This is an optimization exercise on Yosys and OpenROAD, whose aim is small area, not a production implementation. No functional check of the RTL was part of any run shown here. Power and IR drop assume default switching activity.

==> flow/design.v, too long to show whole: its modules and the start of the top module <==
// module regmap: 1234 lines
module regmap #(
    parameter ADDR_W = 32,
    parameter DATA_W = 32,
    parameter STRB_W = DATA_W / 8
)(
    input clk,
    input rst,
    output [31:0] csr_sampl_num_val_out,
    output [15:0] csr_area0_start_val_out,
    output [15:0] csr_area1_start_val_out,
    output [15:0] csr_area2_start_val_out,
    output [15:0] csr_area0_end_val_out,
    output [15:0] csr_area1_end_val_out,
    output [15:0] csr_area2_end_val_out,
    output  csr_buf_ctrl_spec_req_out,
    output  csr_buf_ctrl_area_req_out,
    output [7:0] csr_acc_start_val_out,
    output [7:0] csr_acc_stop_val_out,
    output [15:0] csr_adc_th_val_out,
    output [2:0] csr_adc_filter_window_size_out,
    output  csr_adc_filter_bypass_out,
    output [3:0] csr_bline_ctrl_averagings_out,
    output  csr_bline_ctrl_auto_baseline_out,
    output [15:0] csr_bline_manual_val_out,
    output [15:0] csr_bline_acc_val_out,
    output [5:0] csr_bline_trend_delay_val_out,
    input csr_bline_actual_val_en,
    input [14:0] csr_bline_actual_val_in,
    output  csr_gate_ctrl_hysteresis_en_out,
    output  csr_gate_ctrl_pileup_reject_out,
    output [5:0] csr_gate_ctrl_pre_trigger_out,
    output  csr_dump_ctrl_enable_out,
    output [10:0] csr_dump_ctrl_samples_out,
    output [15:0] csr_pileup_acc_val_out,
    output [5:0] csr_pileup_trend_delay_val_out,
    input csr_pileup_actual_val_en,
    input  csr_pileup_actual_val_in,
    output  csr_pileup_cnt_ctrl_frame_rst_out,
    output  csr_pileup_cnt_ctrl_pileup_cnt_rst_out,
    input [31:0] csr_pileup_cnt_val_in,
    output [15:0] csr_count_th_0_val_out,
    input csr_count_val_0_val_en,
    input [31:0] csr_count_val_0_val_in,
    output [15:0] csr_count_th_1_val_out,
    input csr_count_val_1_val_en,
    input [31:0] csr_count_val_1_val_in,
    input [7:0] csr_ver_val_in,
    input [7:0] csr_sub_val_in,
    input [7:0] csr_rev_val_in,
    input  [ADDR_W-1:0] axil_awaddr,
    input  [2:0]        axil_awprot,
    input               axil_awvalid,
    output              axil_awready,
    input  [DATA_W-1:0] axil_wdata,
    input  [STRB_W-1:0] axil_wstrb,
    input               axil_wvalid,
    output              axil_wready,
    output [1:0]        axil_bresp,
    output              axil_bvalid,
    input               axil_bready,
    input  [ADDR_W-1:0] axil_araddr,
    input  [2:0]        axil_arprot,
    input               axil_arvalid,
    output              axil_arready,
    output [DATA_W-1:0] axil_rdata,
    output [1:0]        axil_rresp,
    output              axil_rvalid,
    input               axil_rready
);
  // ...
==> flow/run.sh <==
#!/bin/bash
# synth_recipe.tcl (not shown) runs the flow's synth.tcl, then flattens the netlist and writes it again
# the make line also repeats each setting of config.mk as NAME=value (left out here)
make -C /OpenROAD-flow-scripts/flow DESIGN_CONFIG=/design/flow/config.mk WORK_HOME=/design/flow/orfs CLKGATE_MAP_FILE= SYNTH_SCRIPT=/design/flow/synth_recipe.tcl finish
==> flow/config.mk <==
export PLATFORM = sky130hd
export DESIGN_NAME = regmap
export DESIGN_NICKNAME = regmap
export VERILOG_FILES = /design/flow/design.v
export SDC_FILE = /design/flow/constraint.sdc
export NUM_CORES = 4
export LEC_CHECK = 0
export CAP_MARGIN = 20
export CORE_MARGIN = 2
export CORE_UTILIZATION = 40
export SLEW_MARGIN = 20
==> flow/constraint.sdc <==
create_clock -name core_clock -period 5.0 [get_ports {clk}]
set_input_delay 1.0000 -clock core_clock [delete_from_list [all_inputs] [get_ports {clk}]]
set_output_delay 1.0000 -clock core_clock [all_outputs]
set_load 0.01 [all_outputs]
==> impl_metrics.json, run 1 <==
{
  "cts_sink_cnt": 592,
  "status": "no timing/DRC/antenna violations",
  "xor_and_xnor_area_share_after_synthesis_pct": 0.0370,
  "hold_path_depth": 2,
  "power.net_switching_w": 0.00255,
  "hpwl_mm": 77.7,
  "grt_max_degree": 181,
  "worstSetupPathDepth": 9,
  "num_io_pins": 579,
  "grt_util_met1_pct": 45.7,
  "rr_endpoint": "rdata_ff[6]",
  "cpLargestDelayFamily": "simple AND/OR/NAND/NOR gates",
  "detail_route.wl_per_cell_um": 26.8,
  "fraction_of_the_mapped_netlist_area_in_compound_gates_pct": 16.9,
  "max_slew.worst_pin.slew_ns": 1.19,
  "layout-drive-gt1-share_pct": 6.65,
  "leakage_nw": 11.6,
  "fin_area_um2": 32000,
  "hold-path-endpoint": "axil_rdata_int[17]",
  "layout.area.seq_um2": 11900,
  "adder_cell_fraction_of_synth_area_pct": 0,
  "globalRouteOverflowTotal": 0,
  "final-hold-violation-count": 0,
  "routed-wl-met3_mm": 11.7,
  "power-top-group": "sequential cells",
  "power_per_standard_cell_area_nw_per_um2": 330,
  "internal_power_w": 0.00801,
  "pwr.group.clock_w": 0.00481,
  "share_comb_of_total_power_pct": 7.3,
  "worstRegToRegCells": 9,
  "worstHoldStart": "rdata_ff[17]",
  "report.final.slew_viol_count": 0,
  "critical_path.most_common_cell": "sky130_fd_sc_hd__buf_4",
  "pwr-share-seq_pct": 47.1,
  "fmax_mhz": 270
}
==> run 2: changes to the inputs <==
==> flow/design.v (replaced) <==
module regmap #(
    parameter ADDR_W = 32,
    parameter DATA_W = 32,
    parameter STRB_W = DATA_W / 8
)(
    input clk,
    input rst,
    output [31:0] csr_sampl_num_val_out,
    output [15:0] csr_area0_start_val_out,
    output [15:0] csr_area1_start_val_out,
    output [15:0] csr_area2_start_val_out,
    output [15:0] csr_area0_end_val_out,
    output [15:0] csr_area1_end_val_out,
    output [15:0] csr_area2_end_val_out,
    output  csr_buf_ctrl_spec_req_out,
    output  csr_buf_ctrl_area_req_out,
    output [7:0] csr_acc_start_val_out,
    output [7:0] csr_acc_stop_val_out,
    output [15:0] csr_adc_th_val_out,
    output [2:0] csr_adc_filter_window_size_out,
    output  csr_adc_filter_bypass_out,
    output [3:0] csr_bline_ctrl_averagings_out,
    output  csr_bline_ctrl_auto_baseline_out,
    output [15:0] csr_bline_manual_val_out,
    output [15:0] csr_bline_acc_val_out,
    output [5:0] csr_bline_trend_delay_val_out,
    input csr_bline_actual_val_en,
    input [14:0] csr_bline_actual_val_in,
    output  csr_gate_ctrl_hysteresis_en_out,
    output  csr_gate_ctrl_pileup_reject_out,
    output [5:0] csr_gate_ctrl_pre_trigger_out,
    output  csr_dump_ctrl_enable_out,
    output [10:0] csr_dump_ctrl_samples_out,
    output [15:0] csr_pileup_acc_val_out,
    output [5:0] csr_pileup_trend_delay_val_out,
    input csr_pileup_actual_val_en,
    input  csr_pileup_actual_val_in,
    output  csr_pileup_cnt_ctrl_frame_rst_out,
    output  csr_pileup_cnt_ctrl_pileup_cnt_rst_out,
    input [31:0] csr_pileup_cnt_val_in,
    output [15:0] csr_count_th_0_val_out,
    input csr_count_val_0_val_en,
    input [31:0] csr_count_val_0_val_in,
    output [15:0] csr_count_th_1_val_out,
    input csr_count_val_1_val_en,
    input [31:0] csr_count_val_1_val_in,
    input [7:0] csr_ver_val_in,
    input [7:0] csr_sub_val_in,
    input [7:0] csr_rev_val_in,
    input  [ADDR_W-1:0] axil_awaddr,
    input  [2:0]        axil_awprot,
    input               axil_awvalid,
    output              axil_awready,
    input  [DATA_W-1:0] axil_wdata,
    input  [STRB_W-1:0] axil_wstrb,
    input               axil_wvalid,
    output              axil_wready,
    output [1:0]        axil_bresp,
    output              axil_bvalid,
    input               axil_bready,
    input  [ADDR_W-1:0] axil_araddr,
    input  [2:0]        axil_arprot,
    input               axil_arvalid,
    output              axil_arready,
    output [DATA_W-1:0] axil_rdata,
    output [1:0]        axil_rresp,
    output              axil_rvalid,
    input               axil_rready
);
reg        awflag, wflag, bvalid_q;
reg  [4:0] widx;
reg [31:0] sdat;
reg  [3:0] sstrb;
wire       wen = awflag & wflag;
assign axil_awready = ~awflag;
assign axil_wready  = ~wflag;
assign axil_bvalid  = bvalid_q;
assign axil_bresp   = 2'd0;
always @(posedge clk) begin
    awflag   <= ~rst & (awflag ? ~wflag : axil_awvalid);
    wflag    <= ~rst & (wflag ? ~awflag : axil_wvalid);
    bvalid_q <= ~rst & ~(bvalid_q & axil_bready) &
                (bvalid_q | (axil_wvalid & awflag) | (axil_awvalid & wflag) | wen);
    if (!awflag)
        widx <= (axil_awaddr[31:7] == 25'd0 && axil_awaddr[1:0] == 2'd0) ? axil_awaddr[6:2] : 5'h1f;
    if (!wflag) begin
        sdat  <= axil_wdata;
        sstrb <= axil_wstrb;
    end
end
wire [31:0] d_lo = sdat & {32{~rst}};
wire [31:0] d_hi = sdat | {32{rst}};
reg  [1:0] rstate;    
reg [31:0] rdata_q;
wire       r_idle = (rstate == 2'b00);
assign axil_arready = r_idle;
assign axil_rvalid  = (rstate == 2'b10);
assign axil_rdata   = rdata_q;
assign axil_rresp   = 2'd0;
always @(posedge clk) begin
    rstate[0] <= ~rst & ~rstate[1] & (rstate[0] | axil_arvalid);
    rstate[1] <= ~rst & (rstate[0] | (rstate[1] & ~axil_rready));
end
wire ra_lo = (axil_araddr[31:7] == 25'd0) && (axil_araddr[1:0] == 2'd0);
wire ra_hi = (axil_araddr[31:11] == 21'd0) && axil_araddr[10] && (axil_araddr[9:4] == 6'd0)
             && (axil_araddr[1:0] == 2'd0);
wire sampl_num_hit = wen && (widx == 5'd0);
wire [3:0] sampl_num_be = {4{rst}} | ({4{sampl_num_hit}} & sstrb[3:0]);
wire [31:0] sampl_num_rd;
reg  [31:0] sampl_num_val_q;
wire [31:0] sampl_num_val_n;
assign sampl_num_val_n[0] = sampl_num_be[0] ? d_lo[0] : sampl_num_val_q[0];
assign sampl_num_val_n[1] = sampl_num_be[0] ? d_lo[1] : sampl_num_val_q[1];
assign sampl_num_val_n[2] = sampl_num_be[0] ? d_lo[2] : sampl_num_val_q[2];
assign sampl_num_val_n[3] = sampl_num_be[0] ? d_lo[3] : sampl_num_val_q[3];
assign sampl_num_val_n[4] = sampl_num_be[0] ? d_lo[4] : sampl_num_val_q[4];
assign sampl_num_val_n[5] = sampl_num_be[0] ? d_lo[5] : sampl_num_val_q[5];
assign sampl_num_val_n[6] = sampl_num_be[0] ? d_hi[6] : sampl_num_val_q[6];
assign sampl_num_val_n[7] = sampl_num_be[0] ? d_lo[7] : sampl_num_val_q[7];
assign sampl_num_val_n[8] = sampl_num_be[1] ? d_hi[8] : sampl_num_val_q[8];
assign sampl_num_val_n[9] = sampl_num_be[1] ? d_lo[9] : sampl_num_val_q[9];
assign sampl_num_val_n[10] = sampl_num_be[1] ? d_lo[10] : sampl_num_val_q[10];
assign sampl_num_val_n[11] = sampl_num_be[1] ? d_hi[11] : sampl_num_val_q[11];
assign sampl_num_val_n[12] = sampl_num_be[1] ? d_hi[12] : sampl_num_val_q[12];
assign sampl_num_val_n[13] = sampl_num_be[1] ? d_lo[13] : sampl_num_val_q[13];
assign sampl_num_val_n[14] = sampl_num_be[1] ? d_hi[14] : sampl_num_val_q[14];
assign sampl_num_val_n[15] = sampl_num_be[1] ? d_lo[15] : sampl_num_val_q[15];
assign sampl_num_val_n[16] = sampl_num_be[2] ? d_hi[16] : sampl_num_val_q[16];
assign sampl_num_val_n[17] = sampl_num_be[2] ? d_hi[17] : sampl_num_val_q[17];
assign sampl_num_val_n[18] = sampl_num_be[2] ? d_lo[18] : sampl_num_val_q[18];
assign sampl_num_val_n[19] = sampl_num_be[2] ? d_lo[19] : sampl_num_val_q[19];
assign sampl_num_val_n[20] = sampl_num_be[2] ? d_hi[20] : sampl_num_val_q[20];
assign sampl_num_val_n[21] = sampl_num_be[2] ? d_hi[21] : sampl_num_val_q[21];
assign sampl_num_val_n[22] = sampl_num_be[2] ? d_hi[22] : sampl_num_val_q[22];
assign sampl_num_val_n[23] = sampl_num_be[2] ? d_lo[23] : sampl_num_val_q[23];
assign sampl_num_val_n[24] = sampl_num_be[3] ? d_hi[24] : sampl_num_val_q[24];
assign sampl_num_val_n[25] = sampl_num_be[3] ? d_hi[25] : sampl_num_val_q[25];
assign sampl_num_val_n[26] = sampl_num_be[3] ? d_hi[26] : sampl_num_val_q[26];
assign sampl_num_val_n[27] = sampl_num_be[3] ? d_lo[27] : sampl_num_val_q[27];
assign sampl_num_val_n[28] = sampl_num_be[3] ? d_lo[28] : sampl_num_val_q[28];
assign sampl_num_val_n[29] = sampl_num_be[3] ? d_lo[29] : sampl_num_val_q[29];
assign sampl_num_val_n[30] = sampl_num_be[3] ? d_lo[30] : sampl_num_val_q[30];
assign sampl_num_val_n[31] = sampl_num_be[3] ? d_lo[31] : sampl_num_val_q[31];
always @(posedge clk) sampl_num_val_q <= sampl_num_val_n;
assign csr_sampl_num_val_out = sampl_num_val_q;
assign sampl_num_rd[31:0] = sampl_num_val_n;
wire area0_start_hit = wen && (widx == 5'd1);
wire [1:0] area0_start_be = {2{rst}} | ({2{area0_start_hit}} & sstrb[1:0]);
wire [31:0] area0_start_rd;
reg  [15:0] area0_start_val_q;
wire [15:0] area0_start_val_n;
assign area0_start_val_n[0] = area0_start_be[0] ? d_lo[0] : area0_start_val_q[0];
assign area0_start_val_n[1] = area0_start_be[0] ? d_lo[1] : area0_start_val_q[1];
assign area0_start_val_n[2] = area0_start_be[0] ? d_lo[2] : area0_start_val_q[2];
assign area0_start_val_n[3] = area0_start_be[0] ? d_lo[3] : area0_start_val_q[3];
assign area0_start_val_n[4] = area0_start_be[0] ? d_lo[4] : area0_start_val_q[4];
assign area0_start_val_n[5] = area0_start_be[0] ? d_lo[5] : area0_start_val_q[5];
assign area0_start_val_n[6] = area0_start_be[0] ? d_lo[6] : area0_start_val_q[6];
assign area0_start_val_n[7] = area0_start_be[0] ? d_lo[7] : area0_start_val_q[7];
assign area0_start_val_n[8] = area0_start_be[1] ? d_lo[8] : area0_start_val_q[8];
assign area0_start_val_n[9] = area0_start_be[1] ? d_lo[9] : area0_start_val_q[9];
assign area0_start_val_n[10] = area0_start_be[1] ? d_lo[10] : area0_start_val_q[10];
assign area0_start_val_n[11] = area0_start_be[1] ? d_lo[11] : area0_start_val_q[11];
assign area0_start_val_n[12] = area0_start_be[1] ? d_lo[12] : area0_start_val_q[12];
assign area0_start_val_n[13] = area0_start_be[1] ? d_lo[13] : area0_start_val_q[13];
assign area0_start_val_n[14] = area0_start_be[1] ? d_lo[14] : area0_start_val_q[14];
assign area0_start_val_n[15] = area0_start_be[1] ? d_lo[15] : area0_start_val_q[15];
always @(posedge clk) area0_start_val_q <= area0_start_val_n;
assign csr_area0_start_val_out = area0_start_val_q;
assign area0_start_rd[15:0] = area0_start_val_n;
assign area0_start_rd[31:16] = 16'd0;
wire area1_start_hit = wen && (widx == 5'd2);
wire [1:0] area1_start_be = {2{rst}} | ({2{area1_start_hit}} & sstrb[1:0]);
wire [31:0] area1_start_rd;
reg  [15:0] area1_start_val_q;
wire [15:0] area1_start_val_n;
assign area1_start_val_n[0] = area1_start_be[0] ? d_lo[0] : area1_start_val_q[0];
assign area1_start_val_n[1] = area1_start_be[0] ? d_lo[1] : area1_start_val_q[1];
assign area1_start_val_n[2] = area1_start_be[0] ? d_lo[2] : area1_start_val_q[2];
assign area1_start_val_n[3] = area1_start_be[0] ? d_lo[3] : area1_start_val_q[3];
assign area1_start_val_n[4] = area1_start_be[0] ? d_lo[4] : area1_start_val_q[4];
assign area1_start_val_n[5] = area1_start_be[0] ? d_lo[5] : area1_start_val_q[5];
assign area1_start_val_n[6] = area1_start_be[0] ? d_lo[6] : area1_start_val_q[6];
assign area1_start_val_n[7] = area1_start_be[0] ? d_lo[7] : area1_start_val_q[7];
assign area1_start_val_n[8] = area1_start_be[1] ? d_lo[8] : area1_start_val_q[8];
assign area1_start_val_n[9] = area1_start_be[1] ? d_lo[9] : area1_start_val_q[9];
assign area1_start_val_n[10] = area1_start_be[1] ? d_lo[10] : area1_start_val_q[10];
assign area1_start_val_n[11] = area1_start_be[1] ? d_lo[11] : area1_start_val_q[11];
assign area1_start_val_n[12] = area1_start_be[1] ? d_lo[12] : area1_start_val_q[12];
assign area1_start_val_n[13] = area1_start_be[1] ? d_lo[13] : area1_start_val_q[13];
assign area1_start_val_n[14] = area1_start_be[1] ? d_lo[14] : area1_start_val_q[14];
assign area1_start_val_n[15] = area1_start_be[1] ? d_lo[15] : area1_start_val_q[15];
always @(posedge clk) area1_start_val_q <= area1_start_val_n;
assign csr_area1_start_val_out = area1_start_val_q;
assign area1_start_rd[15:0] = area1_start_val_n;
assign area1_start_rd[31:16] = 16'd0;
wire area2_start_hit = wen && (widx == 5'd3);
wire [1:0] area2_start_be = {2{rst}} | ({2{area2_start_hit}} & sstrb[1:0]);
wire [31:0] area2_start_rd;
reg  [15:0] area2_start_val_q;
wire [15:0] area2_start_val_n;
assign area2_start_val_n[0] = area2_start_be[0] ? d_lo[0] : area2_start_val_q[0];
assign area2_start_val_n[1] = area2_start_be[0] ? d_lo[1] : area2_start_val_q[1];
assign area2_start_val_n[2] = area2_start_be[0] ? d_lo[2] : area2_start_val_q[2];
assign area2_start_val_n[3] = area2_start_be[0] ? d_lo[3] : area2_start_val_q[3];
assign area2_start_val_n[4] = area2_start_be[0] ? d_lo[4] : area2_start_val_q[4];
assign area2_start_val_n[5] = area2_start_be[0] ? d_lo[5] : area2_start_val_q[5];
assign area2_start_val_n[6] = area2_start_be[0] ? d_lo[6] : area2_start_val_q[6];
assign area2_start_val_n[7] = area2_start_be[0] ? d_lo[7] : area2_start_val_q[7];
assign area2_start_val_n[8] = area2_start_be[1] ? d_lo[8] : area2_start_val_q[8];
assign area2_start_val_n[9] = area2_start_be[1] ? d_lo[9] : area2_start_val_q[9];
assign area2_start_val_n[10] = area2_start_be[1] ? d_lo[10] : area2_start_val_q[10];
assign area2_start_val_n[11] = area2_start_be[1] ? d_lo[11] : area2_start_val_q[11];
assign area2_start_val_n[12] = area2_start_be[1] ? d_lo[12] : area2_start_val_q[12];
assign area2_start_val_n[13] = area2_start_be[1] ? d_lo[13] : area2_start_val_q[13];
assign area2_start_val_n[14] = area2_start_be[1] ? d_lo[14] : area2_start_val_q[14];
assign area2_start_val_n[15] = area2_start_be[1] ? d_lo[15] : area2_start_val_q[15];
always @(posedge clk) area2_start_val_q <= area2_start_val_n;
assign csr_area2_start_val_out = area2_start_val_q;
assign area2_start_rd[15:0] = area2_start_val_n;
assign area2_start_rd[31:16] = 16'd0;
wire area0_end_hit = wen && (widx == 5'd4);
wire [1:0] area0_end_be = {2{rst}} | ({2{area0_end_hit}} & sstrb[1:0]);
wire [31:0] area0_end_rd;
reg  [15:0] area0_end_val_q;
wire [15:0] area0_end_val_n;
assign area0_end_val_n[0] = area0_end_be[0] ? d_hi[0] : area0_end_val_q[0];
assign area0_end_val_n[1] = area0_end_be[0] ? d_hi[1] : area0_end_val_q[1];
assign area0_end_val_n[2] = area0_end_be[0] ? d_hi[2] : area0_end_val_q[2];
assign area0_end_val_n[3] = area0_end_be[0] ? d_hi[3] : area0_end_val_q[3];
assign area0_end_val_n[4] = area0_end_be[0] ? d_hi[4] : area0_end_val_q[4];
assign area0_end_val_n[5] = area0_end_be[0] ? d_hi[5] : area0_end_val_q[5];
assign area0_end_val_n[6] = area0_end_be[0] ? d_hi[6] : area0_end_val_q[6];
assign area0_end_val_n[7] = area0_end_be[0] ? d_hi[7] : area0_end_val_q[7];
assign area0_end_val_n[8] = area0_end_be[1] ? d_hi[8] : area0_end_val_q[8];
assign area0_end_val_n[9] = area0_end_be[1] ? d_hi[9] : area0_end_val_q[9];
assign area0_end_val_n[10] = area0_end_be[1] ? d_lo[10] : area0_end_val_q[10];
assign area0_end_val_n[11] = area0_end_be[1] ? d_lo[11] : area0_end_val_q[11];
assign area0_end_val_n[12] = area0_end_be[1] ? d_lo[12] : area0_end_val_q[12];
assign area0_end_val_n[13] = area0_end_be[1] ? d_lo[13] : area0_end_val_q[13];
assign area0_end_val_n[14] = area0_end_be[1] ? d_lo[14] : area0_end_val_q[14];
assign area0_end_val_n[15] = area0_end_be[1] ? d_lo[15] : area0_end_val_q[15];
always @(posedge clk) area0_end_val_q <= area0_end_val_n;
assign csr_area0_end_val_out = area0_end_val_q;
assign area0_end_rd[15:0] = area0_end_val_n;
assign area0_end_rd[31:16] = 16'd0;
wire area1_end_hit = wen && (widx == 5'd5);
wire [1:0] area1_end_be = {2{rst}} | ({2{area1_end_hit}} & sstrb[1:0]);
wire [31:0] area1_end_rd;
reg  [15:0] area1_end_val_q;
wire [15:0] area1_end_val_n;
assign area1_end_val_n[0] = area1_end_be[0] ? d_lo[0] : area1_end_val_q[0];
assign area1_end_val_n[1] = area1_end_be[0] ? d_lo[1] : area1_end_val_q[1];
assign area1_end_val_n[2] = area1_end_be[0] ? d_lo[2] : area1_end_val_q[2];
assign area1_end_val_n[3] = area1_end_be[0] ? d_lo[3] : area1_end_val_q[3];
assign area1_end_val_n[4] = area1_end_be[0] ? d_lo[4] : area1_end_val_q[4];
assign area1_end_val_n[5] = area1_end_be[0] ? d_lo[5] : area1_end_val_q[5];
assign area1_end_val_n[6] = area1_end_be[0] ? d_lo[6] : area1_end_val_q[6];
assign area1_end_val_n[7] = area1_end_be[0] ? d_lo[7] : area1_end_val_q[7];
assign area1_end_val_n[8] = area1_end_be[1] ? d_lo[8] : area1_end_val_q[8];
assign area1_end_val_n[9] = area1_end_be[1] ? d_lo[9] : area1_end_val_q[9];
assign area1_end_val_n[10] = area1_end_be[1] ? d_lo[10] : area1_end_val_q[10];
assign area1_end_val_n[11] = area1_end_be[1] ? d_lo[11] : area1_end_val_q[11];
assign area1_end_val_n[12] = area1_end_be[1] ? d_lo[12] : area1_end_val_q[12];
assign area1_end_val_n[13] = area1_end_be[1] ? d_lo[13] : area1_end_val_q[13];
assign area1_end_val_n[14] = area1_end_be[1] ? d_lo[14] : area1_end_val_q[14];
assign area1_end_val_n[15] = area1_end_be[1] ? d_lo[15] : area1_end_val_q[15];
always @(posedge clk) area1_end_val_q <= area1_end_val_n;
assign csr_area1_end_val_out = area1_end_val_q;
assign area1_end_rd[15:0] = area1_end_val_n;
assign area1_end_rd[31:16] = 16'd0;
wire area2_end_hit = wen && (widx == 5'd6);
wire [1:0] area2_end_be = {2{rst}} | ({2{area2_end_hit}} & sstrb[1:0]);
wire [31:0] area2_end_rd;
reg  [15:0] area2_end_val_q;
wire [15:0] area2_end_val_n;
assign area2_end_val_n[0] = area2_end_be[0] ? d_lo[0] : area2_end_val_q[0];
assign area2_end_val_n[1] = area2_end_be[0] ? d_lo[1] : area2_end_val_q[1];
assign area2_end_val_n[2] = area2_end_be[0] ? d_lo[2] : area2_end_val_q[2];
assign area2_end_val_n[3] = area2_end_be[0] ? d_lo[3] : area2_end_val_q[3];
assign area2_end_val_n[4] = area2_end_be[0] ? d_lo[4] : area2_end_val_q[4];
assign area2_end_val_n[5] = area2_end_be[0] ? d_lo[5] : area2_end_val_q[5];
assign area2_end_val_n[6] = area2_end_be[0] ? d_lo[6] : area2_end_val_q[6];
assign area2_end_val_n[7] = area2_end_be[0] ? d_lo[7] : area2_end_val_q[7];
assign area2_end_val_n[8] = area2_end_be[1] ? d_lo[8] : area2_end_val_q[8];
assign area2_end_val_n[9] = area2_end_be[1] ? d_lo[9] : area2_end_val_q[9];
assign area2_end_val_n[10] = area2_end_be[1] ? d_lo[10] : area2_end_val_q[10];
assign area2_end_val_n[11] = area2_end_be[1] ? d_lo[11] : area2_end_val_q[11];
assign area2_end_val_n[12] = area2_end_be[1] ? d_lo[12] : area2_end_val_q[12];
assign area2_end_val_n[13] = area2_end_be[1] ? d_lo[13] : area2_end_val_q[13];
assign area2_end_val_n[14] = area2_end_be[1] ? d_lo[14] : area2_end_val_q[14];
assign area2_end_val_n[15] = area2_end_be[1] ? d_lo[15] : area2_end_val_q[15];
always @(posedge clk) area2_end_val_q <= area2_end_val_n;
assign csr_area2_end_val_out = area2_end_val_q;
assign area2_end_rd[15:0] = area2_end_val_n;
assign area2_end_rd[31:16] = 16'd0;
wire buf_ctrl_hit = wen && (widx == 5'd7);
wire [0:0] buf_ctrl_be = {1{rst}} | ({1{buf_ctrl_hit}} & sstrb[0:0]);
reg  [0:0] buf_ctrl_spec_req_q;
wire [0:0] buf_ctrl_spec_req_n;
assign buf_ctrl_spec_req_n[0] = buf_ctrl_be[0] ? d_lo[0] : buf_ctrl_spec_req_q[0];
always @(posedge clk) buf_ctrl_spec_req_q <= buf_ctrl_spec_req_n;
assign csr_buf_ctrl_spec_req_out = buf_ctrl_spec_req_q;
reg  [0:0] buf_ctrl_area_req_q;
wire [0:0] buf_ctrl_area_req_n;
assign buf_ctrl_area_req_n[0] = buf_ctrl_be[0] ? d_lo[1] : buf_ctrl_area_req_q[0];
always @(posedge clk) buf_ctrl_area_req_q <= buf_ctrl_area_req_n;
assign csr_buf_ctrl_area_req_out = buf_ctrl_area_req_q;
wire acc_start_hit = wen && (widx == 5'd8);
wire [0:0] acc_start_be = {1{rst}} | ({1{acc_start_hit}} & sstrb[0:0]);
wire [31:0] acc_start_rd;
reg  [7:0] acc_start_val_q;
wire [7:0] acc_start_val_n;
assign acc_start_val_n[0] = acc_start_be[0] ? d_lo[0] : acc_start_val_q[0];
assign acc_start_val_n[1] = acc_start_be[0] ? d_lo[1] : acc_start_val_q[1];
assign acc_start_val_n[2] = acc_start_be[0] ? d_lo[2] : acc_start_val_q[2];
assign acc_start_val_n[3] = acc_start_be[0] ? d_lo[3] : acc_start_val_q[3];
assign acc_start_val_n[4] = acc_start_be[0] ? d_lo[4] : acc_start_val_q[4];
assign acc_start_val_n[5] = acc_start_be[0] ? d_lo[5] : acc_start_val_q[5];
assign acc_start_val_n[6] = acc_start_be[0] ? d_lo[6] : acc_start_val_q[6];
assign acc_start_val_n[7] = acc_start_be[0] ? d_lo[7] : acc_start_val_q[7];
always @(posedge clk) acc_start_val_q <= acc_start_val_n;
assign csr_acc_start_val_out = acc_start_val_q;
assign acc_start_rd[7:0] = acc_start_val_n;
assign acc_start_rd[31:8] = 24'd0;
wire acc_stop_hit = wen && (widx == 5'd9);
wire [0:0] acc_stop_be = {1{rst}} | ({1{acc_stop_hit}} & sstrb[0:0]);
wire [31:0] acc_stop_rd;
reg  [7:0] acc_stop_val_q;
wire [7:0] acc_stop_val_n;
assign acc_stop_val_n[0] = acc_stop_be[0] ? d_lo[0] : acc_stop_val_q[0];
assign acc_stop_val_n[1] = acc_stop_be[0] ? d_lo[1] : acc_stop_val_q[1];
assign acc_stop_val_n[2] = acc_stop_be[0] ? d_lo[2] : acc_stop_val_q[2];
assign acc_stop_val_n[3] = acc_stop_be[0] ? d_lo[3] : acc_stop_val_q[3];
assign acc_stop_val_n[4] = acc_stop_be[0] ? d_lo[4] : acc_stop_val_q[4];
assign acc_stop_val_n[5] = acc_stop_be[0] ? d_lo[5] : acc_stop_val_q[5];
assign acc_stop_val_n[6] = acc_stop_be[0] ? d_lo[6] : acc_stop_val_q[6];
assign acc_stop_val_n[7] = acc_stop_be[0] ? d_hi[7] : acc_stop_val_q[7];
always @(posedge clk) acc_stop_val_q <= acc_stop_val_n;
assign csr_acc_stop_val_out = acc_stop_val_q;
assign acc_stop_rd[7:0] = acc_stop_val_n;
assign acc_stop_rd[31:8] = 24'd0;
wire adc_th_hit = wen && (widx == 5'd10);
wire [1:0] adc_th_be = {2{rst}} | ({2{adc_th_hit}} & sstrb[1:0]);
wire [31:0] adc_th_rd;
reg  [15:0] adc_th_val_q;
wire [15:0] adc_th_val_n;
assign adc_th_val_n[0] = adc_th_be[0] ? d_lo[0] : adc_th_val_q[0];
assign adc_th_val_n[1] = adc_th_be[0] ? d_hi[1] : adc_th_val_q[1];
assign adc_th_val_n[2] = adc_th_be[0] ? d_lo[2] : adc_th_val_q[2];
assign adc_th_val_n[3] = adc_th_be[0] ? d_hi[3] : adc_th_val_q[3];
assign adc_th_val_n[4] = adc_th_be[0] ? d_hi[4] : adc_th_val_q[4];
assign adc_th_val_n[5] = adc_th_be[0] ? d_hi[5] : adc_th_val_q[5];
assign adc_th_val_n[6] = adc_th_be[0] ? d_hi[6] : adc_th_val_q[6];
assign adc_th_val_n[7] = adc_th_be[0] ? d_hi[7] : adc_th_val_q[7];
assign adc_th_val_n[8] = adc_th_be[1] ? d_lo[8] : adc_th_val_q[8];
assign adc_th_val_n[9] = adc_th_be[1] ? d_lo[9] : adc_th_val_q[9];
assign adc_th_val_n[10] = adc_th_be[1] ? d_lo[10] : adc_th_val_q[10];
assign adc_th_val_n[11] = adc_th_be[1] ? d_lo[11] : adc_th_val_q[11];
assign adc_th_val_n[12] = adc_th_be[1] ? d_lo[12] : adc_th_val_q[12];
assign adc_th_val_n[13] = adc_th_be[1] ? d_lo[13] : adc_th_val_q[13];
assign adc_th_val_n[14] = adc_th_be[1] ? d_lo[14] : adc_th_val_q[14];
assign adc_th_val_n[15] = adc_th_be[1] ? d_lo[15] : adc_th_val_q[15];
always @(posedge clk) adc_th_val_q <= adc_th_val_n;
assign csr_adc_th_val_out = adc_th_val_q;
assign adc_th_rd[15:0] = adc_th_val_n;
assign adc_th_rd[31:16] = 16'd0;
wire adc_filter_hit = wen && (widx == 5'd11);
wire [0:0] adc_filter_be = {1{rst}} | ({1{adc_filter_hit}} & sstrb[0:0]);
wire [31:0] adc_filter_rd;
reg  [2:0] adc_filter_window_size_q;
wire [2:0] adc_filter_window_size_n;
assign adc_filter_window_size_n[0] = adc_filter_be[0] ? d_lo[0] : adc_filter_window_size_q[0];
assign adc_filter_window_size_n[1] = adc_filter_be[0] ? d_hi[1] : adc_filter_window_size_q[1];
assign adc_filter_window_size_n[2] = adc_filter_be[0] ? d_lo[2] : adc_filter_window_size_q[2];
always @(posedge clk) adc_filter_window_size_q <= adc_filter_window_size_n;
assign csr_adc_filter_window_size_out = adc_filter_window_size_q;
assign adc_filter_rd[2:0] = adc_filter_window_size_n;
reg  [0:0] adc_filter_bypass_q;
wire [0:0] adc_filter_bypass_n;
assign adc_filter_bypass_n[0] = adc_filter_be[0] ? d_hi[7] : adc_filter_bypass_q[0];
always @(posedge clk) adc_filter_bypass_q <= adc_filter_bypass_n;
assign csr_adc_filter_bypass_out = adc_filter_bypass_q;
assign adc_filter_rd[7:7] = adc_filter_bypass_n;
assign adc_filter_rd[6:3] = 4'd0;
assign adc_filter_rd[31:8] = 24'd0;
wire bline_ctrl_hit = wen && (widx == 5'd12);
wire [0:0] bline_ctrl_be = {1{rst}} | ({1{bline_ctrl_hit}} & sstrb[0:0]);
wire [31:0] bline_ctrl_rd;
reg  [3:0] bline_ctrl_averagings_q;
wire [3:0] bline_ctrl_averagings_n;
assign bline_ctrl_averagings_n[0] = bline_ctrl_be[0] ? d_lo[0] : bline_ctrl_averagings_q[0];
assign bline_ctrl_averagings_n[1] = bline_ctrl_be[0] ? d_hi[1] : bline_ctrl_averagings_q[1];
assign bline_ctrl_averagings_n[2] = bline_ctrl_be[0] ? d_hi[2] : bline_ctrl_averagings_q[2];
assign bline_ctrl_averagings_n[3] = bline_ctrl_be[0] ? d_lo[3] : bline_ctrl_averagings_q[3];
always @(posedge clk) bline_ctrl_averagings_q <= bline_ctrl_averagings_n;
assign csr_bline_ctrl_averagings_out = bline_ctrl_averagings_q;
assign bline_ctrl_rd[3:0] = bline_ctrl_averagings_n;
reg  [0:0] bline_ctrl_auto_baseline_q;
wire [0:0] bline_ctrl_auto_baseline_n;
assign bline_ctrl_auto_baseline_n[0] = bline_ctrl_be[0] ? d_lo[7] : bline_ctrl_auto_baseline_q[0];
always @(posedge clk) bline_ctrl_auto_baseline_q <= bline_ctrl_auto_baseline_n;
assign csr_bline_ctrl_auto_baseline_out = bline_ctrl_auto_baseline_q;
assign bline_ctrl_rd[7:7] = bline_ctrl_auto_baseline_n;
assign bline_ctrl_rd[6:4] = 3'd0;
assign bline_ctrl_rd[31:8] = 24'd0;
wire bline_manual_hit = wen && (widx == 5'd13);
wire [1:0] bline_manual_be = {2{rst}} | ({2{bline_manual_hit}} & sstrb[1:0]);
wire [31:0] bline_manual_rd;
reg  [15:0] bline_manual_val_q;
wire [15:0] bline_manual_val_n;
assign bline_manual_val_n[0] = bline_manual_be[0] ? d_lo[0] : bline_manual_val_q[0];
assign bline_manual_val_n[1] = bline_manual_be[0] ? d_lo[1] : bline_manual_val_q[1];
assign bline_manual_val_n[2] = bline_manual_be[0] ? d_lo[2] : bline_manual_val_q[2];
assign bline_manual_val_n[3] = bline_manual_be[0] ? d_lo[3] : bline_manual_val_q[3];
assign bline_manual_val_n[4] = bline_manual_be[0] ? d_lo[4] : bline_manual_val_q[4];
assign bline_manual_val_n[5] = bline_manual_be[0] ? d_lo[5] : bline_manual_val_q[5];
assign bline_manual_val_n[6] = bline_manual_be[0] ? d_lo[6] : bline_manual_val_q[6];
assign bline_manual_val_n[7] = bline_manual_be[0] ? d_lo[7] : bline_manual_val_q[7];
assign bline_manual_val_n[8] = bline_manual_be[1] ? d_lo[8] : bline_manual_val_q[8];
assign bline_manual_val_n[9] = bline_manual_be[1] ? d_lo[9] : bline_manual_val_q[9];
assign bline_manual_val_n[10] = bline_manual_be[1] ? d_lo[10] : bline_manual_val_q[10];
assign bline_manual_val_n[11] = bline_manual_be[1] ? d_lo[11] : bline_manual_val_q[11];
assign bline_manual_val_n[12] = bline_manual_be[1] ? d_lo[12] : bline_manual_val_q[12];
assign bline_manual_val_n[13] = bline_manual_be[1] ? d_lo[13] : bline_manual_val_q[13];
assign bline_manual_val_n[14] = bline_manual_be[1] ? d_lo[14] : bline_manual_val_q[14];
assign bline_manual_val_n[15] = bline_manual_be[1] ? d_lo[15] : bline_manual_val_q[15];
always @(posedge clk) bline_manual_val_q <= bline_manual_val_n;
assign csr_bline_manual_val_out = bline_manual_val_q;
assign bline_manual_rd[15:0] = bline_manual_val_n;
assign bline_manual_rd[31:16] = 16'd0;
wire bline_acc_hit = wen && (widx == 5'd14);
wire [1:0] bline_acc_be = {2{rst}} | ({2{bline_acc_hit}} & sstrb[1:0]);
wire [31:0] bline_acc_rd;
reg  [15:0] bline_acc_val_q;
wire [15:0] bline_acc_val_n;
assign bline_acc_val_n[0] = bline_acc_be[0] ? d_lo[0] : bline_acc_val_q[0];
assign bline_acc_val_n[1] = bline_acc_be[0] ? d_lo[1] : bline_acc_val_q[1];
assign bline_acc_val_n[2] = bline_acc_be[0] ? d_hi[2] : bline_acc_val_q[2];
assign bline_acc_val_n[3] = bline_acc_be[0] ? d_lo[3] : bline_acc_val_q[3];
assign bline_acc_val_n[4] = bline_acc_be[0] ? d_hi[4] : bline_acc_val_q[4];
assign bline_acc_val_n[5] = bline_acc_be[0] ? d_lo[5] : bline_acc_val_q[5];
assign bline_acc_val_n[6] = bline_acc_be[0] ? d_lo[6] : bline_acc_val_q[6];
assign bline_acc_val_n[7] = bline_acc_be[0] ? d_lo[7] : bline_acc_val_q[7];
assign bline_acc_val_n[8] = bline_acc_be[1] ? d_lo[8] : bline_acc_val_q[8];
assign bline_acc_val_n[9] = bline_acc_be[1] ? d_lo[9] : bline_acc_val_q[9];
assign bline_acc_val_n[10] = bline_acc_be[1] ? d_lo[10] : bline_acc_val_q[10];
assign bline_acc_val_n[11] = bline_acc_be[1] ? d_lo[11] : bline_acc_val_q[11];
assign bline_acc_val_n[12] = bline_acc_be[1] ? d_lo[12] : bline_acc_val_q[12];
assign bline_acc_val_n[13] = bline_acc_be[1] ? d_lo[13] : bline_acc_val_q[13];
assign bline_acc_val_n[14] = bline_acc_be[1] ? d_lo[14] : bline_acc_val_q[14];
assign bline_acc_val_n[15] = bline_acc_be[1] ? d_lo[15] : bline_acc_val_q[15];
always @(posedge clk) bline_acc_val_q <= bline_acc_val_n;
assign csr_bline_acc_val_out = bline_acc_val_q;
assign bline_acc_rd[15:0] = bline_acc_val_n;
assign bline_acc_rd[31:16] = 16'd0;
wire bline_trend_delay_hit = wen && (widx == 5'd15);
wire [0:0] bline_trend_delay_be = {1{rst}} | ({1{bline_trend_delay_hit}} & sstrb[0:0]);
wire [31:0] bline_trend_delay_rd;
reg  [5:0] bline_trend_delay_val_q;
wire [5:0] bline_trend_delay_val_n;
assign bline_trend_delay_val_n[0] = bline_trend_delay_be[0] ? d_hi[0] : bline_trend_delay_val_q[0];
assign bline_trend_delay_val_n[1] = bline_trend_delay_be[0] ? d_hi[1] : bline_trend_delay_val_q[1];
assign bline_trend_delay_val_n[2] = bline_trend_delay_be[0] ? d_hi[2] : bline_trend_delay_val_q[2];
assign bline_trend_delay_val_n[3] = bline_trend_delay_be[0] ? d_hi[3] : bline_trend_delay_val_q[3];
assign bline_trend_delay_val_n[4] = bline_trend_delay_be[0] ? d_lo[4] : bline_trend_delay_val_q[4];
assign bline_trend_delay_val_n[5] = bline_trend_delay_be[0] ? d_lo[5] : bline_trend_delay_val_q[5];
always @(posedge clk) bline_trend_delay_val_q <= bline_trend_delay_val_n;
assign csr_bline_trend_delay_val_out = bline_trend_delay_val_q;
assign bline_trend_delay_rd[5:0] = bline_trend_delay_val_n;
assign bline_trend_delay_rd[31:6] = 26'd0;
wire [31:0] bline_actual_rd;
reg  [14:0] bline_actual_val_q;
reg bline_actual_val_q_v;
wire [14:0] bline_actual_val_n = csr_bline_actual_val_en ? csr_bline_actual_val_in : bline_actual_val_q;
wire bline_actual_val_n_v = ~rst & (bline_actual_val_q_v | csr_bline_actual_val_en);
always @(posedge clk) begin
    if (csr_bline_actual_val_en) bline_actual_val_q <= csr_bline_actual_val_in;
    bline_actual_val_q_v <= bline_actual_val_n_v;
end
assign bline_actual_rd[14:0] = bline_actual_val_n & {15{bline_actual_val_n_v}};
assign bline_actual_rd[31:15] = 17'd0;
wire gate_ctrl_hit = wen && (widx == 5'd17);
wire [0:0] gate_ctrl_be = {1{rst}} | ({1{gate_ctrl_hit}} & sstrb[0:0]);
wire [31:0] gate_ctrl_rd;
reg  [0:0] gate_ctrl_hysteresis_en_q;
wire [0:0] gate_ctrl_hysteresis_en_n;
assign gate_ctrl_hysteresis_en_n[0] = gate_ctrl_be[0] ? d_lo[0] : gate_ctrl_hysteresis_en_q[0];
always @(posedge clk) gate_ctrl_hysteresis_en_q <= gate_ctrl_hysteresis_en_n;
assign csr_gate_ctrl_hysteresis_en_out = gate_ctrl_hysteresis_en_q;
assign gate_ctrl_rd[0:0] = gate_ctrl_hysteresis_en_n;
reg  [0:0] gate_ctrl_pileup_reject_q;
wire [0:0] gate_ctrl_pileup_reject_n;
assign gate_ctrl_pileup_reject_n[0] = gate_ctrl_be[0] ? d_lo[1] : gate_ctrl_pileup_reject_q[0];
always @(posedge clk) gate_ctrl_pileup_reject_q <= gate_ctrl_pileup_reject_n;
assign csr_gate_ctrl_pileup_reject_out = gate_ctrl_pileup_reject_q;
assign gate_ctrl_rd[1:1] = gate_ctrl_pileup_reject_n;
reg  [5:0] gate_ctrl_pre_trigger_q;
wire [5:0] gate_ctrl_pre_trigger_n;
assign gate_ctrl_pre_trigger_n[0] = gate_ctrl_be[0] ? d_lo[2] : gate_ctrl_pre_trigger_q[0];
assign gate_ctrl_pre_trigger_n[1] = gate_ctrl_be[0] ? d_lo[3] : gate_ctrl_pre_trigger_q[1];
assign gate_ctrl_pre_trigger_n[2] = gate_ctrl_be[0] ? d_lo[4] : gate_ctrl_pre_trigger_q[2];
assign gate_ctrl_pre_trigger_n[3] = gate_ctrl_be[0] ? d_lo[5] : gate_ctrl_pre_trigger_q[3];
assign gate_ctrl_pre_trigger_n[4] = gate_ctrl_be[0] ? d_lo[6] : gate_ctrl_pre_trigger_q[4];
assign gate_ctrl_pre_trigger_n[5] = gate_ctrl_be[0] ? d_lo[7] : gate_ctrl_pre_trigger_q[5];
always @(posedge clk) gate_ctrl_pre_trigger_q <= gate_ctrl_pre_trigger_n;
assign csr_gate_ctrl_pre_trigger_out = gate_ctrl_pre_trigger_q;
assign gate_ctrl_rd[7:2] = gate_ctrl_pre_trigger_n;
assign gate_ctrl_rd[31:8] = 24'd0;
wire dump_ctrl_hit = wen && (widx == 5'd18);
wire [1:0] dump_ctrl_be = {2{rst}} | ({2{dump_ctrl_hit}} & sstrb[1:0]);
wire [31:0] dump_ctrl_rd;
reg dump_ctrl_enable_q;
always @(posedge clk) dump_ctrl_enable_q <= ~rst & dump_ctrl_hit & sstrb[0] & sdat[0];
assign csr_dump_ctrl_enable_out = dump_ctrl_enable_q;
reg  [10:0] dump_ctrl_samples_q;
wire [10:0] dump_ctrl_samples_n;
assign dump_ctrl_samples_n[0] = dump_ctrl_be[0] ? d_lo[1] : dump_ctrl_samples_q[0];
assign dump_ctrl_samples_n[1] = dump_ctrl_be[0] ? d_lo[2] : dump_ctrl_samples_q[1];
assign dump_ctrl_samples_n[2] = dump_ctrl_be[0] ? d_lo[3] : dump_ctrl_samples_q[2];
assign dump_ctrl_samples_n[3] = dump_ctrl_be[0] ? d_lo[4] : dump_ctrl_samples_q[3];
assign dump_ctrl_samples_n[4] = dump_ctrl_be[0] ? d_lo[5] : dump_ctrl_samples_q[4];
assign dump_ctrl_samples_n[5] = dump_ctrl_be[0] ? d_lo[6] : dump_ctrl_samples_q[5];
assign dump_ctrl_samples_n[6] = dump_ctrl_be[0] ? d_lo[7] : dump_ctrl_samples_q[6];
assign dump_ctrl_samples_n[7] = dump_ctrl_be[1] ? d_lo[8] : dump_ctrl_samples_q[7];
assign dump_ctrl_samples_n[8] = dump_ctrl_be[1] ? d_lo[9] : dump_ctrl_samples_q[8];
assign dump_ctrl_samples_n[9] = dump_ctrl_be[1] ? d_lo[10] : dump_ctrl_samples_q[9];
assign dump_ctrl_samples_n[10] = dump_ctrl_be[1] ? d_lo[11] : dump_ctrl_samples_q[10];
always @(posedge clk) dump_ctrl_samples_q <= dump_ctrl_samples_n;
assign csr_dump_ctrl_samples_out = dump_ctrl_samples_q;
assign dump_ctrl_rd[11:1] = dump_ctrl_samples_n;
assign dump_ctrl_rd[0:0] = 1'd0;
assign dump_ctrl_rd[31:12] = 20'd0;
wire pileup_acc_hit = wen && (widx == 5'd19);
wire [1:0] pileup_acc_be = {2{rst}} | ({2{pileup_acc_hit}} & sstrb[1:0]);
wire [31:0] pileup_acc_rd;
reg  [15:0] pileup_acc_val_q;
wire [15:0] pileup_acc_val_n;
assign pileup_acc_val_n[0] = pileup_acc_be[0] ? d_lo[0] : pileup_acc_val_q[0];
assign pileup_acc_val_n[1] = pileup_acc_be[0] ? d_lo[1] : pileup_acc_val_q[1];
assign pileup_acc_val_n[2] = pileup_acc_be[0] ? d_hi[2] : pileup_acc_val_q[2];
assign pileup_acc_val_n[3] = pileup_acc_be[0] ? d_lo[3] : pileup_acc_val_q[3];
assign pileup_acc_val_n[4] = pileup_acc_be[0] ? d_hi[4] : pileup_acc_val_q[4];
assign pileup_acc_val_n[5] = pileup_acc_be[0] ? d_lo[5] : pileup_acc_val_q[5];
assign pileup_acc_val_n[6] = pileup_acc_be[0] ? d_lo[6] : pileup_acc_val_q[6];
assign pileup_acc_val_n[7] = pileup_acc_be[0] ? d_lo[7] : pileup_acc_val_q[7];
assign pileup_acc_val_n[8] = pileup_acc_be[1] ? d_lo[8] : pileup_acc_val_q[8];
assign pileup_acc_val_n[9] = pileup_acc_be[1] ? d_lo[9] : pileup_acc_val_q[9];
assign pileup_acc_val_n[10] = pileup_acc_be[1] ? d_lo[10] : pileup_acc_val_q[10];
assign pileup_acc_val_n[11] = pileup_acc_be[1] ? d_lo[11] : pileup_acc_val_q[11];
assign pileup_acc_val_n[12] = pileup_acc_be[1] ? d_lo[12] : pileup_acc_val_q[12];
assign pileup_acc_val_n[13] = pileup_acc_be[1] ? d_lo[13] : pileup_acc_val_q[13];
assign pileup_acc_val_n[14] = pileup_acc_be[1] ? d_lo[14] : pileup_acc_val_q[14];
assign pileup_acc_val_n[15] = pileup_acc_be[1] ? d_lo[15] : pileup_acc_val_q[15];
always @(posedge clk) pileup_acc_val_q <= pileup_acc_val_n;
assign csr_pileup_acc_val_out = pileup_acc_val_q;
assign pileup_acc_rd[15:0] = pileup_acc_val_n;
assign pileup_acc_rd[31:16] = 16'd0;
wire pileup_trend_delay_hit = wen && (widx == 5'd20);
wire [0:0] pileup_trend_delay_be = {1{rst}} | ({1{pileup_trend_delay_hit}} & sstrb[0:0]);
wire [31:0] pileup_trend_delay_rd;
reg  [5:0] pileup_trend_delay_val_q;
wire [5:0] pileup_trend_delay_val_n;
assign pileup_trend_delay_val_n[0] = pileup_trend_delay_be[0] ? d_lo[0] : pileup_trend_delay_val_q[0];
assign pileup_trend_delay_val_n[1] = pileup_trend_delay_be[0] ? d_lo[1] : pileup_trend_delay_val_q[1];
assign pileup_trend_delay_val_n[2] = pileup_trend_delay_be[0] ? d_lo[2] : pileup_trend_delay_val_q[2];
assign pileup_trend_delay_val_n[3] = pileup_trend_delay_be[0] ? d_lo[3] : pileup_trend_delay_val_q[3];
assign pileup_trend_delay_val_n[4] = pileup_trend_delay_be[0] ? d_lo[4] : pileup_trend_delay_val_q[4];
assign pileup_trend_delay_val_n[5] = pileup_trend_delay_be[0] ? d_lo[5] : pileup_trend_delay_val_q[5];
always @(posedge clk) pileup_trend_delay_val_q <= pileup_trend_delay_val_n;
assign csr_pileup_trend_delay_val_out = pileup_trend_delay_val_q;
assign pileup_trend_delay_rd[5:0] = pileup_trend_delay_val_n;
assign pileup_trend_delay_rd[31:6] = 26'd0;
wire [31:0] pileup_actual_rd;
reg  [0:0] pileup_actual_val_q;
reg pileup_actual_val_q_v;
wire [0:0] pileup_actual_val_n = csr_pileup_actual_val_en ? csr_pileup_actual_val_in : pileup_actual_val_q;
wire pileup_actual_val_n_v = ~rst & (pileup_actual_val_q_v | csr_pileup_actual_val_en);
always @(posedge clk) begin
    if (csr_pileup_actual_val_en) pileup_actual_val_q <= csr_pileup_actual_val_in;
    pileup_actual_val_q_v <= pileup_actual_val_n_v;
end
assign pileup_actual_rd[0:0] = pileup_actual_val_n & {1{pileup_actual_val_n_v}};
assign pileup_actual_rd[31:1] = 31'd0;
wire pileup_cnt_ctrl_hit = wen && (widx == 5'd22);
wire [0:0] pileup_cnt_ctrl_be = {1{rst}} | ({1{pileup_cnt_ctrl_hit}} & sstrb[0:0]);
wire [31:0] pileup_cnt_ctrl_rd;
reg  [0:0] pileup_cnt_ctrl_frame_rst_q;
wire [0:0] pileup_cnt_ctrl_frame_rst_n;
assign pileup_cnt_ctrl_frame_rst_n[0] = pileup_cnt_ctrl_be[0] ? d_lo[0] : pileup_cnt_ctrl_frame_rst_q[0];
always @(posedge clk) pileup_cnt_ctrl_frame_rst_q <= pileup_cnt_ctrl_frame_rst_n;
assign csr_pileup_cnt_ctrl_frame_rst_out = pileup_cnt_ctrl_frame_rst_q;
assign pileup_cnt_ctrl_rd[0:0] = pileup_cnt_ctrl_frame_rst_n;
reg pileup_cnt_ctrl_pileup_cnt_rst_q;
always @(posedge clk) pileup_cnt_ctrl_pileup_cnt_rst_q <= ~rst & pileup_cnt_ctrl_hit & sstrb[0] & sdat[1];
assign csr_pileup_cnt_ctrl_pileup_cnt_rst_out = pileup_cnt_ctrl_pileup_cnt_rst_q;
assign pileup_cnt_ctrl_rd[31:1] = 31'd0;
wire count_th_0_hit = wen && (widx == 5'd24);
wire [1:0] count_th_0_be = {2{rst}} | ({2{count_th_0_hit}} & sstrb[1:0]);
wire [31:0] count_th_0_rd;
reg  [15:0] count_th_0_val_q;
wire [15:0] count_th_0_val_n;
assign count_th_0_val_n[0] = count_th_0_be[0] ? d_lo[0] : count_th_0_val_q[0];
assign count_th_0_val_n[1] = count_th_0_be[0] ? d_hi[1] : count_th_0_val_q[1];
assign count_th_0_val_n[2] = count_th_0_be[0] ? d_lo[2] : count_th_0_val_q[2];
assign count_th_0_val_n[3] = count_th_0_be[0] ? d_hi[3] : count_th_0_val_q[3];
assign count_th_0_val_n[4] = count_th_0_be[0] ? d_hi[4] : count_th_0_val_q[4];
assign count_th_0_val_n[5] = count_th_0_be[0] ? d_hi[5] : count_th_0_val_q[5];
assign count_th_0_val_n[6] = count_th_0_be[0] ? d_hi[6] : count_th_0_val_q[6];
assign count_th_0_val_n[7] = count_th_0_be[0] ? d_hi[7] : count_th_0_val_q[7];
assign count_th_0_val_n[8] = count_th_0_be[1] ? d_lo[8] : count_th_0_val_q[8];
assign count_th_0_val_n[9] = count_th_0_be[1] ? d_lo[9] : count_th_0_val_q[9];
assign count_th_0_val_n[10] = count_th_0_be[1] ? d_lo[10] : count_th_0_val_q[10];
assign count_th_0_val_n[11] = count_th_0_be[1] ? d_lo[11] : count_th_0_val_q[11];
assign count_th_0_val_n[12] = count_th_0_be[1] ? d_lo[12] : count_th_0_val_q[12];
assign count_th_0_val_n[13] = count_th_0_be[1] ? d_lo[13] : count_th_0_val_q[13];
assign count_th_0_val_n[14] = count_th_0_be[1] ? d_lo[14] : count_th_0_val_q[14];
assign count_th_0_val_n[15] = count_th_0_be[1] ? d_lo[15] : count_th_0_val_q[15];
always @(posedge clk) count_th_0_val_q <= count_th_0_val_n;
assign csr_count_th_0_val_out = count_th_0_val_q;
assign count_th_0_rd[15:0] = count_th_0_val_n;
assign count_th_0_rd[31:16] = 16'd0;
wire [31:0] count_val_0_rd;
reg  [31:0] count_val_0_val_q;
reg count_val_0_val_q_v;
wire [31:0] count_val_0_val_n = csr_count_val_0_val_en ? csr_count_val_0_val_in : count_val_0_val_q;
wire count_val_0_val_n_v = ~rst & (count_val_0_val_q_v | csr_count_val_0_val_en);
always @(posedge clk) begin
    if (csr_count_val_0_val_en) count_val_0_val_q <= csr_count_val_0_val_in;
    count_val_0_val_q_v <= count_val_0_val_n_v;
end
assign count_val_0_rd[31:0] = count_val_0_val_n & {32{count_val_0_val_n_v}};
wire count_th_1_hit = wen && (widx == 5'd26);
wire [1:0] count_th_1_be = {2{rst}} | ({2{count_th_1_hit}} & sstrb[1:0]);
wire [31:0] count_th_1_rd;
reg  [15:0] count_th_1_val_q;
wire [15:0] count_th_1_val_n;
assign count_th_1_val_n[0] = count_th_1_be[0] ? d_lo[0] : count_th_1_val_q[0];
assign count_th_1_val_n[1] = count_th_1_be[0] ? d_lo[1] : count_th_1_val_q[1];
assign count_th_1_val_n[2] = count_th_1_be[0] ? d_hi[2] : count_th_1_val_q[2];
assign count_th_1_val_n[3] = count_th_1_be[0] ? d_lo[3] : count_th_1_val_q[3];
assign count_th_1_val_n[4] = count_th_1_be[0] ? d_hi[4] : count_th_1_val_q[4];
assign count_th_1_val_n[5] = count_th_1_be[0] ? d_hi[5] : count_th_1_val_q[5];
assign count_th_1_val_n[6] = count_th_1_be[0] ? d_hi[6] : count_th_1_val_q[6];
assign count_th_1_val_n[7] = count_th_1_be[0] ? d_hi[7] : count_th_1_val_q[7];
assign count_th_1_val_n[8] = count_th_1_be[1] ? d_hi[8] : count_th_1_val_q[8];
assign count_th_1_val_n[9] = count_th_1_be[1] ? d_lo[9] : count_th_1_val_q[9];
assign count_th_1_val_n[10] = count_th_1_be[1] ? d_lo[10] : count_th_1_val_q[10];
assign count_th_1_val_n[11] = count_th_1_be[1] ? d_lo[11] : count_th_1_val_q[11];
assign count_th_1_val_n[12] = count_th_1_be[1] ? d_lo[12] : count_th_1_val_q[12];
assign count_th_1_val_n[13] = count_th_1_be[1] ? d_lo[13] : count_th_1_val_q[13];
assign count_th_1_val_n[14] = count_th_1_be[1] ? d_lo[14] : count_th_1_val_q[14];
assign count_th_1_val_n[15] = count_th_1_be[1] ? d_lo[15] : count_th_1_val_q[15];
always @(posedge clk) count_th_1_val_q <= count_th_1_val_n;
assign csr_count_th_1_val_out = count_th_1_val_q;
assign count_th_1_rd[15:0] = count_th_1_val_n;
assign count_th_1_rd[31:16] = 16'd0;
wire [31:0] count_val_1_rd;
reg  [31:0] count_val_1_val_q;
reg count_val_1_val_q_v;
wire [31:0] count_val_1_val_n = csr_count_val_1_val_en ? csr_count_val_1_val_in : count_val_1_val_q;
wire count_val_1_val_n_v = ~rst & (count_val_1_val_q_v | csr_count_val_1_val_en);
always @(posedge clk) begin
    if (csr_count_val_1_val_en) count_val_1_val_q <= csr_count_val_1_val_in;
    count_val_1_val_q_v <= count_val_1_val_n_v;
end
assign count_val_1_rd[31:0] = count_val_1_val_n & {32{count_val_1_val_n_v}};
wire [31:0] rmux =
    ({32{(ra_lo && axil_araddr[6:2] == 5'd0)}} & sampl_num_rd)  |
    ({32{(ra_lo && axil_araddr[6:2] == 5'd1)}} & area0_start_rd)  |
    ({32{(ra_lo && axil_araddr[6:2] == 5'd2)}} & area1_start_rd)  |
    ({32{(ra_lo && axil_araddr[6:2] == 5'd3)}} & area2_start_rd)  |
    ({32{(ra_lo && axil_araddr[6:2] == 5'd4)}} & area0_end_rd)  |
    ({32{(ra_lo && axil_araddr[6:2] == 5'd5)}} & area1_end_rd)  |
    ({32{(ra_lo && axil_araddr[6:2] == 5'd6)}} & area2_end_rd)  |
    ({32{(ra_lo && axil_araddr[6:2] == 5'd8)}} & acc_start_rd)  |
    ({32{(ra_lo && axil_araddr[6:2] == 5'd9)}} & acc_stop_rd)  |
    ({32{(ra_lo && axil_araddr[6:2] == 5'd10)}} & adc_th_rd)  |
    ({32{(ra_lo && axil_araddr[6:2] == 5'd11)}} & adc_filter_rd)  |
    ({32{(ra_lo && axil_araddr[6:2] == 5'd12)}} & bline_ctrl_rd)  |
    ({32{(ra_lo && axil_araddr[6:2] == 5'd13)}} & bline_manual_rd)  |
    ({32{(ra_lo && axil_araddr[6:2] == 5'd14)}} & bline_acc_rd)  |
    ({32{(ra_lo && axil_araddr[6:2] == 5'd15)}} & bline_trend_delay_rd)  |
    ({32{(ra_lo && axil_araddr[6:2] == 5'd16)}} & bline_actual_rd)  |
    ({32{(ra_lo && axil_araddr[6:2] == 5'd17)}} & gate_ctrl_rd)  |
    ({32{(ra_lo && axil_araddr[6:2] == 5'd18)}} & dump_ctrl_rd)  |
    ({32{(ra_lo && axil_araddr[6:2] == 5'd19)}} & pileup_acc_rd)  |
    ({32{(ra_lo && axil_araddr[6:2] == 5'd20)}} & pileup_trend_delay_rd)  |
    ({32{(ra_lo && axil_araddr[6:2] == 5'd21)}} & pileup_actual_rd)  |
    ({32{(ra_lo && axil_araddr[6:2] == 5'd22)}} & pileup_cnt_ctrl_rd)  |
    ({32{(ra_lo && axil_araddr[6:2] == 5'd23)}} & csr_pileup_cnt_val_in)  |
    ({32{(ra_lo && axil_araddr[6:2] == 5'd24)}} & count_th_0_rd)  |
    ({32{(ra_lo && axil_araddr[6:2] == 5'd25)}} & count_val_0_rd)  |
    ({32{(ra_lo && axil_araddr[6:2] == 5'd26)}} & count_th_1_rd)  |
    ({32{(ra_lo && axil_araddr[6:2] == 5'd27)}} & count_val_1_rd)  |
    ({32{(ra_hi && axil_araddr[3:2] == 2'd0)}} & {{24{1'b0}}, csr_ver_val_in})  |
    ({32{(ra_hi && axil_araddr[3:2] == 2'd1)}} & {{24{1'b0}}, csr_sub_val_in})  |
    ({32{(ra_hi && axil_araddr[3:2] == 2'd2)}} & {{24{1'b0}}, csr_rev_val_in});
always @(posedge clk)
    if (r_idle) rdata_q <= rmux;
endmodule
==> impl_metrics.json, run 2 <==
{
  "synthCells": 1866,
  "ys_seq_area_share_pct": 52.8,
  "grt_use_total_pct": 34.6,
  "num_io_pins": 579,
  "numCtsBuffers": 49,
  "die_width_um": 218,
  "ir_drop_mv": 0.234,
  "syn_area_per_cell_um2": 9.84,
  "area.growth.synth_to_final_pct": 44.6,
  "worstSetupPathDepth": 8,
  "drt-pass1-iter-count": 10,
  "rr_startpoint": "widx[3]",
  "finalClockSkew_ns": 0.0197,
  "hp-class": "reg2reg",
  "synth_top_cell_by_area": "sky130_fd_sc_hd__dfxtp_1",
  "finalSetupTns_ns": 0,
  "power_per_standard_cell_area_nw_per_um2": 305,
  "worstSetupEndpointType": "flip-flop",
  "finalSetupViolCount": 0,
  "cp-endpoint": "rdata_q[2]",
  "chipHeight_um": 218,
  "numPortBuffers": 568,
  "mappedNetlistArea_um2": 18400,
  "timing.setup.critical_path_class": "reg2reg",
  "cts.path.max_buffers": 3,
  "reg2reg_slack_ns": 1.04,
  "crit_path_max_incr_delay_ns": 0.78,
  "grt_antenna_before_repair": 5,
  "globalplace.congestion": 0.938,
  "floorplan.rows": 78,
  "vias": 18100,
  "layout_commonest_cell": "sky130_fd_sc_hd__clkdlybuf4s50_1",
  "layout-drive-gt1-share_pct": 11.6,
  "layout.cells.most_common_list": "sky130_fd_sc_hd__clkdlybuf4s50_1 (565), sky130_fd_sc_hd__dfxtp_1 (372), sky130_fd_sc_hd__nand2_1 (251), sky130_fd_sc_hd__nand3_1 (159), sky130_fd_sc_hd__a21oi_1 (150)",
  "cpLargestDelayFamily": "simple AND/OR/NAND/NOR gates",
  "hpwl_mm": 63.3,
  "critical_path.slowest_cell": "sky130_fd_sc_hd__or4b_2",
  "power.total_w": 0.00810,
  "layout_setup_ws_ns": 1.04,
  "setup_repair_after_global_routing_missed_its_margin": "no",
  "floorplan_die_area_um2": 47600,
  "max_slew.worst_pin.slew_ns": 1.04,
  "clkSlewWorstSetupHoldPaths_ns": 0.06,
  "yosys.area.top_type_share_pct": 40.5,
  "rr_endpoint": "rdata_q[2]",
  "critical_path.startpoint": "widx[3]",
  "ys.flop_type": "sky130_fd_sc_hd__dfxtp_1",
  "synthMostInstantiatedCell": "sky130_fd_sc_hd__dfxtp_1",
  "initial_core_utilization_pct": 40.5,
  "synth.ff_latch_count": 447,
  "period_needed_ns": 3.96,
  "clock_tree_from_tritoncts": "built",
  "async_sr_flop_fraction_pct": 0,
  "fin_area_um2": 26600,
  "critical_path_arrival_ns": 4.29,
  "max-cap-violations": 0,
  "synth.lib_cells_used.distinct": 61,
  "timing.hold.ws_ns": 0.457,
  "vias_per_cell": 5.90,
  "startpoint_type_of_the_worst_setup_path": "flip-flop",
  "globalRouteOverflowTotal": 0,
  "postCtsSetupBuffers": 0,
  "drt_first_iter_violations": 2262,
  "htree_levels": 2,
  "cts-resized-gates": 0,
  "detail_route.wl_per_cell_um": 28.1,
  "wire_length_reported_by_the_detailed_router_mm": 86.1,
  "worstRegToRegCells": 8,
  "final-hold-violation-count": 0,
  "synthesis.yosys.warnings": 1,
  "grt_max_degree": 120,
  "postRouteAntennaNets": 0,
  "critical_path.cell_chain": "buf_4, or4b_2, nor2_2, mux2i_1, nor2_1, a222oi_1, nand4_1, or4_1",
  "nets": 2668,
  "synth_commonest_cells": "sky130_fd_sc_hd__dfxtp_1 (372), sky130_fd_sc_hd__nand2_1 (251), sky130_fd_sc_hd__nand3_1 (159)",
  "core-area_um2": 45400,
  "hold_path_depth": 2,
  "grt_first_pass_wirelength_mm": 119,
  "status": "no timing/DRC/antenna violations",
  "clockRootBuffer": "sky130_fd_sc_hd__clkbuf_16",
  "report.final.slew_viol_count": 0,
  "synth-edff-count": 75,
  "detailedPlace.worstSlack_ns": 0.657,
  "drc": 0,
  "fmax_mhz": 252,
  "fillCellCount": 3946,
  "cts_sink_cnt": 447,
  "min_period_over_period_pct": 79.3,
  "worstPathMaxFanout": 20,
  "synth.top_cells.by_area": "sky130_fd_sc_hd__dfxtp_1 (41%), sky130_fd_sc_hd__edfxtp_1 (12%), sky130_fd_sc_hd__mux2i_1 (6.0%)",
  "worst-path-buf-inv": 1,
  "worst_skew_pair.late_latency_ns": 0.60,
  "detailed_place.area_um2": 24900,
  "first_global_vias": 17300,
  "timing.max_slew.rel_slack_pct": 30.6,
  "leakage_nw": 9.72,
  "crit_required_ns": 5.32,
  "cts_hold_buf": 0
}
==> run 2: cell types whose count changed after synthesis, moves of 75 or more <==
cell / previous run / this run
sky130_fd_sc_hd__a21oi_1: 302 / 150
sky130_fd_sc_hd__clkbuf_1: 163 / 86
sky130_fd_sc_hd__dfxtp_1: 592 / 372
sky130_fd_sc_hd__nor2_1: 254 / 125
sky130_fd_sc_hd__edfxtp_1: 0 / 75
sky130_fd_sc_hd__mux2_2: 0 / 80
sky130_fd_sc_hd__nand2_1: 474 / 251
==> run 2: cells by family (layout without fill, tap and decap cells) <==
logic type | count (synthesis) | in the layout | synth area share (%)
simple gates | 697 | 697 | 18.7
other cells | 1 | 9 | 0.0204
flops | 447 | 447 | 52.8
compound gates | 372 | 372 | 13.8
buf+inv | 159 | 746 | 3.73
mux | 190 | 190 | 10.9
==> run 2: worst min-delay path by stage <==
stage,end,startpoint,slack [ns]
floorplan,pileup_actual_val_q_v,pileup_actual_val_q_v,0.42
global placement,count_val_0_val_q_v,count_val_0_val_q_v,0.44
detailed placement,count_val_0_val_q_v,count_val_0_val_q_v,0.45
CTS,count_val_1_val_q[4],count_val_1_val_q[4],0.46
global route,count_val_1_val_q_v,count_val_1_val_q_v,0.48
finish,count_val_1_val_q[4],count_val_1_val_q[4],0.46
==> run 2: per-stage QoR <==
stage               std cells  utilization [%]
floorplan                1869                -
global placement         2964             54.9
detailed placement       2964             54.9
CTS                      3056             58.5
global route             3061             58.5
finish                   3061             58.5
==> run 2: routing by layer <==
metal  global-route usage, %  vias up  part of all wire, %
li1                        -     7967                    -
met1                    45.0     8775                   39
met2                    55.4     1135                   47
met3                    7.22      185                  9.6
met4                    15.4        0                  4.4
met5                       0        -                    0
==> run 2: layout make-up <==
cell class	instances	area [µm²]	area share, %
sequential	447	9700	36.5
multi-input combinational	1263	8080	30.4
timing repair buffer	646	6350	23.9
clock buffer	76	1510	5.69
tap	600	751	2.83
clock inverter	16	119	0.448
inverter	8	30.0	0.113
antenna	5	12.5	0.0471
==> run 2: worst register-to-register path, stage by stage (launching register included) <==
cell,delay (ns)
sky130_fd_sc_hd__edfxtp_1,0.36
sky130_fd_sc_hd__buf_4,0.23
sky130_fd_sc_hd__or4b_2,0.78
sky130_fd_sc_hd__nor2_2,0.61
sky130_fd_sc_hd__mux2i_1,0.27
sky130_fd_sc_hd__nor2_1,0.08
sky130_fd_sc_hd__a222oi_1,0.57
sky130_fd_sc_hd__nand4_1,0.23
sky130_fd_sc_hd__or4_1,0.56
==> run 2: power breakdown <==
| group | leakage, nW | internal, W | switching [W] |
|---|---|---|---|
| logic | 5.13 | 0.000298 | 0.000250 |
| registers | 3.79 | 0.00379 | 0.0000991 |
| clock network | 0.803 | 0.00213 | 0.00153 |
| total | 9.72 | 0.00622 | 0.00188 |

-- static timing again, ports no longer ideal --
The flow's constraints put no driver on any port. The routed layouts listed below were extracted and timed again, unchanged, in two steps. Step 1: set_driving_cell puts a clkbuf_16 on clk and a buf_2 on each other input, an assumption about the parent block. Step 2, shift: input delay + t, output delay - t, t = (earliest + latest rising clock arrival at the registers) / 2. This alone moves slack from input paths to output paths. a / b / c = no drivers / after step 1 / after step 2; a / b = the first two.
run	t (ns)	setup WS [ns]	cell pins on the clock port's net
run 1	0.693	1.298 / 1.298 / 1.298	1
run 2	0.646	1.037 / 1.037 / 0.516	1
After both steps setup and hold are still met in every run listed. The setup slack of run 2, which loses most, moves by 0.000 ns with the drivers and by -0.521 ns with both steps.
